What follows belongs to an exercise in optimizing a design on an open flow for small area; a production flow would make more cautious choices. Function was checked by simulation only, so behaviour that the tests miss may differ from the original. Power is estimated from default activity; no workload was simulated.

==> inputs of 04-04 <==
==> flow/design.v <==
`timescale 1ns / 1ps
module freqMeter(clk, rst, signal, d, z);
  input clk;
  input rst;
  input signal;
  output reg [1:4] d;
  output reg [7:0] z;
  reg [13:0] L;
  reg [1:0]  p;
  wire lz13  = ~|L[12:0];
  wire lzero = lz13 & ~L[13];
  wire lfb   = L[13] ^ L[11] ^ L[1] ^ L[0] ^ lz13;
  reg [2:0] run;
  wire edge_in = signal & (run == 3'd6);
  reg [6:0] pre;
  reg [3:0] T;
  reg [3:0] H;
  reg [6:0] K;
  wire pre99 = (pre[5:0] == 6'b011001);               
  wire pre15 = pre[2] & pre[5] & ~pre[6];             
  wire pre59 = ~pre[0] & pre[1] & ~pre[5] & pre[6];   
  wire pfb   = pre[6] ^ pre[2] ^ pre99;
  wire T9 = T[3] & T[0];
  wire H9 = H[3] & H[0];
  wire cT = pre99;
  wire cH = cT & T9;
  wire cK = cH & H9;
  wire wrapP = K[6] & ~K[5] & ~K[4] & K[0] & H[2] & H[0] & T[1] & T[0] & pre59;
  wire wrapC = K[6] & K[5] & K[4] & K[2] & K[1] & K[0] & H[1] & H[0] & T[1] & pre15;
  wire clrA = edge_in | wrapC;
  wire clrB = clrA | wrapP;
  wire kzero = (K[3:0] == 4'd0) & ~K[5] & (K[6] == K[4]);
  reg       lowP;
  reg [3:0] x;
  reg [3:0] mid;
  always @(posedge clk) begin
    if (rst) begin
      L <= 14'd1;
      p <= 2'd0;
      run <= 3'd0;
      pre <= 7'd50;
      T <= 4'd0;
      H <= 4'd0;
      K <= 7'd0;
      lowP <= 1'b0;
      x <= 4'd1;
      mid <= 4'd0;
    end else begin
      L <= {L[12:0], lfb};
      if (lzero) p <= p + 2'd1;
      run <= signal ? 3'd0 : (run == 3'd6 ? 3'd6 : run + 3'd1);
      if (edge_in) begin
        lowP <= kzero;
        mid  <= H;
        x    <= kzero ? T : K[3:0];
      end
      if (clrB) begin
        pre <= 7'd50;
        T <= 4'd0;
        H <= 4'd0;
        K[3:0] <= 4'd0;
      end else begin
        pre <= {pre[5:0], pfb};
        if (cT) T <= T9 ? 4'd0 : T + 4'd1;
        if (cH) H <= H9 ? 4'd0 : H + 4'd1;
        if (cK) K[3:0] <= K[3:0] + 4'd1;
      end
      if (clrA)
        K[6:4] <= 3'd0;
      else if (wrapP)
        K[4] <= 1'b1;
      else if (cK && K[3:0] == 4'd15)
        K[6:4] <= K[6:4] + 3'd1;
    end
  end
  wire ph0  = (p == 2'd0);
  wire ph1  = (p == 2'd1);
  wire selx = ph1 ^ lowP;
  reg [3:0] w;
  always @(*) begin
    d[1] = 1'b1;
    d[2] = ~ph0;
    d[3] = ~ph1;
    d[4] = ph0 | ph1;
    z[0] = ph0 ? lowP : (ph1 & ~lowP);
    w = ph0 ? 4'hF : (selx ? x : mid);
    case (w)
      4'd0: z[7:1] = 7'b1111110;
      4'd1: z[7:1] = 7'b0110000;
      4'd2: z[7:1] = 7'b1101101;
      4'd3: z[7:1] = 7'b1111001;
      4'd4: z[7:1] = 7'b0110011;
      4'd5: z[7:1] = 7'b1011011;
      4'd6: z[7:1] = 7'b1011111;
      4'd7: z[7:1] = 7'b1110000;
      4'd8: z[7:1] = 7'b1111111;
      4'd9: z[7:1] = 7'b1111011;
      default: z[7:1] = 7'b0000000;
    endcase
  end
endmodule
==> flow/run.sh <==
#!/bin/bash
# synth_recipe.tcl (not shown) runs the flow's synth.tcl, then flattens the netlist and writes it again
# the make line also repeats each setting of config.mk as NAME=value (left out here)
make -C /OpenROAD-flow-scripts/flow DESIGN_CONFIG=/design/flow/config.mk WORK_HOME=/design/flow/orfs CLKGATE_MAP_FILE= SYNTH_SCRIPT=/design/flow/synth_recipe.tcl finish
==> flow/config.mk <==
export PLATFORM = sky130hd
export DESIGN_NAME = freqMeter
export DESIGN_NICKNAME = freqMeter
export VERILOG_FILES = /design/flow/design.v
export SDC_FILE = /design/flow/constraint.sdc
export NUM_CORES = 4
export LEC_CHECK = 0
export CAP_MARGIN = 20
export CORE_MARGIN = 2
export CORE_UTILIZATION = 40
export SLEW_MARGIN = 20
==> flow/constraint.sdc <==
create_clock -name core_clock -period 100.0 [get_ports {clk}]
set_input_delay 20.0000 -clock core_clock [delete_from_list [all_inputs] [get_ports {clk}]]
set_output_delay 20.0000 -clock core_clock [all_outputs]
set_load 0.01 [all_outputs]
==> 05-08 (differences from 04-04) <==
--- a/flow/design.v
+++ b/flow/design.v
@@ -7,13 +7,18 @@
   output reg [7:0] z;
-  reg [13:0] L;
-  reg [1:0]  p;
+  localparam [13:0] L_INV = 14'b01010101010101;
+  reg  [13:0] Ls;                     
+  wire [13:0] L = Ls ^ L_INV;
+  reg  [1:0]  p;
   wire lz13  = ~|L[12:0];
-  wire lzero = lz13 & ~L[13];
+  wire lzero = lz13 & ~L[13];         
   wire lfb   = L[13] ^ L[11] ^ L[1] ^ L[0] ^ lz13;
-  reg [2:0] run;
-  wire edge_in = signal & (run == 3'd6);
-  reg [6:0] pre;
-  reg [3:0] T;
-  reg [3:0] H;
-  reg [6:0] K;
+  reg  [2:0] run;
+  wire run_in = ~((run == 3'b100) | (run == 3'b001));
+  wire edge_in = signal & (run == 3'b111);
+  localparam [6:0] PRE_INV = 7'b0110010;
+  reg  [6:0] preS;                    
+  wire [6:0] pre = preS ^ PRE_INV;
+  reg  [3:0] T;
+  reg  [3:0] H;
+  reg  [6:0] K;
   wire pre99 = (pre[5:0] == 6'b011001);               
@@ -37,6 +42,6 @@
     if (rst) begin
-      L <= 14'd1;
+      Ls <= 14'd1 ^ L_INV;
       p <= 2'd0;
-      run <= 3'd0;
-      pre <= 7'd50;
+      run <= 3'b100;
+      preS <= 7'd50 ^ PRE_INV;
       T <= 4'd0;
@@ -48,5 +53,5 @@
     end else begin
-      L <= {L[12:0], lfb};
+      Ls <= {L[12:0], lfb} ^ L_INV;
       if (lzero) p <= p + 2'd1;
-      run <= signal ? 3'd0 : (run == 3'd6 ? 3'd6 : run + 3'd1);
+      run <= signal ? 3'b100 : {run[1:0], run_in};
       if (edge_in) begin
@@ -57,3 +62,3 @@
       if (clrB) begin
-        pre <= 7'd50;
+        preS <= 7'd50 ^ PRE_INV;
         T <= 4'd0;
@@ -62,3 +67,3 @@
       end else begin
-        pre <= {pre[5:0], pfb};
+        preS <= {pre[5:0], pfb} ^ PRE_INV;
         if (cT) T <= T9 ? 4'd0 : T + 4'd1;
==> flow/flow/run.sh (new file) <==
#!/bin/bash
# Layout flow: the standard flow, except that
#  - synthesis skips the adder extraction and maps the logic with several
#    area-oriented ABC scripts (flow/abc), keeping the smallest result;
#    registers and their names are as in the standard synthesis;
#  - the ports get the smallest buffer cell;
#  - CTS adds no dummy loads.
set -euo pipefail
W=$(pwd)
F=$W/flow

# ORFS's synth.tcl with its abc call replaced by flow/abc_pick.tcl
python3 - "$FLOW_HOME/scripts/synth.tcl" "$W/my_synth_core.tcl" "$F/abc_pick.tcl" <<'PY'
import sys
src, dst, pick = sys.argv[1:4]
s = open(src).read()
old = "  log_cmd abc {*}$abc_args\n"
assert s.count(old) == 1
s = s.replace(old, "  source " + pick + "\n")
open(dst, "w").write(s)
PY

export MY_SYNTH_CORE=$W/my_synth_core.tcl
export MY_ABC_DIR=$F/abc

make -C "$FLOW_HOME" DESIGN_CONFIG="$W/config.mk" WORK_HOME="$W/orfs" CLKGATE_MAP_FILE= \
  SYNTH_SCRIPT="$F/synth.tcl" ADDER_MAP_FILE= synth > "$W/synth.log" 2>&1
grep ABC_PICK "$W/orfs/logs/sky130hd/freqMeter/base/1_2_yosys.log" >> "$W/synth.log" || true

bash "$W/standard.sh" finish "BUFFER_PORTS_ARGS=-buffer_cell sky130_fd_sc_hd__buf_1" \
  "CTS_ARGS=-sink_clustering_enable -repair_clock_nets -dont_use_dummy_load" > "$W/layout.log" 2>&1
==> flow/flow/abc/a1.abc (new file) <==
&get -n
&st
&dch
&nf -R 1000
&put
==> flow/flow/abc/a2.abc (new file) <==
&get -n
&st
&dch -x
&nf -R 1000
&put
==> flow/flow/abc/a3.abc (new file) <==
strash
dch -f
amap
==> flow/flow/abc/a4.abc (new file) <==
strash
dch -f
amap -F 10 -A 10
==> flow/flow/abc/a5.abc (new file) <==
&get -n
&st
&dch
&nf -R 1000 -F 10 -A 10 -C 32
&put
==> flow/flow/abc/a6.abc (new file) <==
&get -n
&deepsyn -T 30
&dch
&nf -R 1000
&put
==> flow/flow/abc/a7.abc (new file) <==
&get -n
&deepsyn -T 30
&put
dch -f
amap
==> flow/flow/abc/a8.abc (new file) <==
strash
ifraig
dch -f
amap
==> flow/flow/abc_pick.tcl (new file) <==
# Replaces ORFS's single abc call: maps the logic with each script in
# MY_ABC_DIR and keeps the one with the smallest cell area.
design -save pre_abc
set best_area -1
set best_script ""
foreach s [lsort [glob $::env(MY_ABC_DIR)/*.abc]] {
  design -load pre_abc
  abc -script $s {*}$lib_args {*}$lib_dont_use_args -constr $::env(OBJECTS_DIR)/abc.constr
  set st [tee -q -s result.string stat {*}$lib_args]
  if {[regexp {Chip area for module[^:]*:\s*([0-9.]+)} $st -> area]} {
    puts "ABC_PICK [file tail $s] area $area"
    if {$best_area < 0 || $area < $best_area} {
      set best_area $area
      set best_script $s
      design -save best_abc
    }
  }
}
puts "ABC_PICK best [file tail $best_script] area $best_area"
design -load best_abc
==> flow/flow/synth.tcl (new file) <==
# Standard synthesis (synth_recipe.tcl) with the logic mapped by several
# area-oriented ABC scripts (flow/abc/*.abc, the smallest result is kept) and
# without the adder extraction step; registers are mapped exactly as in the
# standard synthesis.
proc synth {args} { yosys synth -nofsm -noshare {*}$args }
source $::env(MY_SYNTH_CORE)
# left out here: clear keep_hierarchy, flatten, clean up, hide names made inside functions, write 1_2_yosys.v
==> flow/standard.sh (new file) <==
#!/bin/bash
# synth_recipe.tcl (not shown) runs the flow's synth.tcl, then flattens the netlist and writes it again
# the make line also repeats each setting of config.mk as NAME=value (left out here)
make -C /OpenROAD-flow-scripts/flow DESIGN_CONFIG=/design/flow/config.mk WORK_HOME=/design/flow/orfs CLKGATE_MAP_FILE= SYNTH_SCRIPT=/design/flow/synth_recipe.tcl "${@:-finish}"
removed: flow/run.sh
==> 03-26 (differences from 04-04) <==
==> flow/flow/run.sh (new file) <==
#!/bin/bash
# Layout flow: the standard flow, except that synthesis maps the logic with an
# area-oriented ABC script (flow/area.abc) and skips the adder extraction, and
# the ports get the smallest buffer cell.
set -euo pipefail
W=$(pwd)
F=$W/flow

# ORFS's synth.tcl with the ABC script replaced
sed 's|^  log_cmd abc {\*}\$abc_args$|  set abc_args [list -script $::env(MY_ABC_SCRIPT) {*}$lib_args {*}$lib_dont_use_args -constr $::env(OBJECTS_DIR)/abc.constr]\n  log_cmd abc {*}$abc_args|' \
  "$FLOW_HOME/scripts/synth.tcl" > "$W/my_synth_core.tcl"
grep -q 'MY_ABC_SCRIPT' "$W/my_synth_core.tcl"

export MY_SYNTH_CORE=$W/my_synth_core.tcl
export MY_ABC_SCRIPT=$F/area.abc

make -C "$FLOW_HOME" DESIGN_CONFIG="$W/config.mk" WORK_HOME="$W/orfs" CLKGATE_MAP_FILE= \
  SYNTH_SCRIPT="$F/synth.tcl" ADDER_MAP_FILE= synth > "$W/synth.log" 2>&1

bash "$W/standard.sh" finish "BUFFER_PORTS_ARGS=-buffer_cell sky130_fd_sc_hd__buf_1" > "$W/layout.log" 2>&1
==> flow/flow/area.abc (new file) <==
&get -n
&st
&dch
&nf -R 1000
&put
==> flow/flow/synth.tcl (new file) <==
# Standard synthesis (synth_recipe.tcl) with an area-oriented ABC mapping and
# without the adder extraction step; registers are mapped exactly as in the
# standard synthesis.
proc synth {args} { yosys synth -nofsm -noshare {*}$args }
source $::env(MY_SYNTH_CORE)
# left out here: clear keep_hierarchy, flatten, clean up, hide names made inside functions, write 1_2_yosys.v
==> flow/standard.sh (new file) <==
#!/bin/bash
# synth_recipe.tcl (not shown) runs the flow's synth.tcl, then flattens the netlist and writes it again
# the make line also repeats each setting of config.mk as NAME=value (left out here)
make -C /OpenROAD-flow-scripts/flow DESIGN_CONFIG=/design/flow/config.mk WORK_HOME=/design/flow/orfs CLKGATE_MAP_FILE= SYNTH_SCRIPT=/design/flow/synth_recipe.tcl "${@:-finish}"
removed: flow/run.sh
==> 04-17 (differences from 04-04) <==
--- a/flow/config.mk
+++ b/flow/config.mk
@@ -10,2 +10,5 @@
 export CORE_UTILIZATION = 40
+export CTS_BUF_LIST = sky130_fd_sc_hd__clkbuf_16
+export CTS_CLUSTER_DIAMETER = 500
+export CTS_CLUSTER_SIZE = 100
 export SLEW_MARGIN = 20
==> run notes <==
The lowest sequential share of layout area belongs to 04-17, the highest to 05-08.
Between 05-08 and 03-26, the lower die area is in 05-08 (gap 3.9%, measured against 03-26).
Between 04-17 and 05-08, the lower sequential power is in 05-08 (gap about 3%, measured against 05-08).
In 03-26 the global-route usage is higher than in 04-04, by 0.62 points.
==> figures <==
| item | 04-17 | 04-04 | 03-26 | 05-08 |
|---|---|---|---|---|
| Min Hold Slack | 449 ps | 454 ps | 454 ps | 402 ps |
| Wire length of the first global-routing pass | 7480 um | 7450 um | 6270 um | 5910 um |
| GR Util met2 | 0.232 | 0.228 | 0.213 | 0.223 |
| Layout clock buffer count | 5 | 5 | 7 | 5 |
| Worst setup slack for register-to-register paths | 97950 ps | 97940 ps | 97670 ps | 97140 ps |
| Nets@finish | 293 | 293 | 241 | 224 |
| Final non-clock buffer share | 0.0498 | 0.0508 | 0.0259 | 0.0275 |
| Run status | complete, no violations | complete, no violations | complete, no violations | complete, no violations |
| Via count of the first global-routing pass | 1621 | 1605 | 1349 | 1334 |
| Hold path start | mid[1] | mid[1] | pre[3] | Ls[7] |

[separate check: timing with driven ports]
No port has a modelled driver above. Below, the same layouts with a new extraction and two added sets of constraints.
Step 1: set_driving_cell puts a clkbuf_16 on clk and a buf_2 on each other input, an assumption about the parent block.
Step 2 adds t to the input delays and takes it off the output delays; t is the mean of the earliest and latest rising clock arrival at the registers after step 1. Input paths then give back, and output paths get back, about the clock's delay inside the block.
Slacks: no drivers / after step 1 / after step 2; pairs: no drivers / after step 1.
| run | t, ns | slack for setup (ns) | hold WS [ns] | slew at the worst register clock pin (ns) | cell pins on the clock port's net |
|---|---|---|---|---|---|
| 04-04 | 0.343 | 76.836 / 76.808 / 77.151 | 0.454 / 0.454 / 0.454 | 0.11 / 0.11 | 1 |
| 05-08 | 0.318 | 77.573 / 77.547 / 77.584 | 0.402 / 0.402 / 0.402 | 0.09 / 0.09 | 1 |
| 03-26 | 0.325 | 77.661 / 77.631 / 77.956 | 0.454 / 0.454 / 0.454 | 0.09 / 0.09 | 1 |
| 04-17 | 0.322 | 76.878 / 76.848 / 77.169 | 0.449 / 0.449 / 0.449 | 0.07 / 0.07 | 1 |
After both steps setup and hold are still met in every run listed.
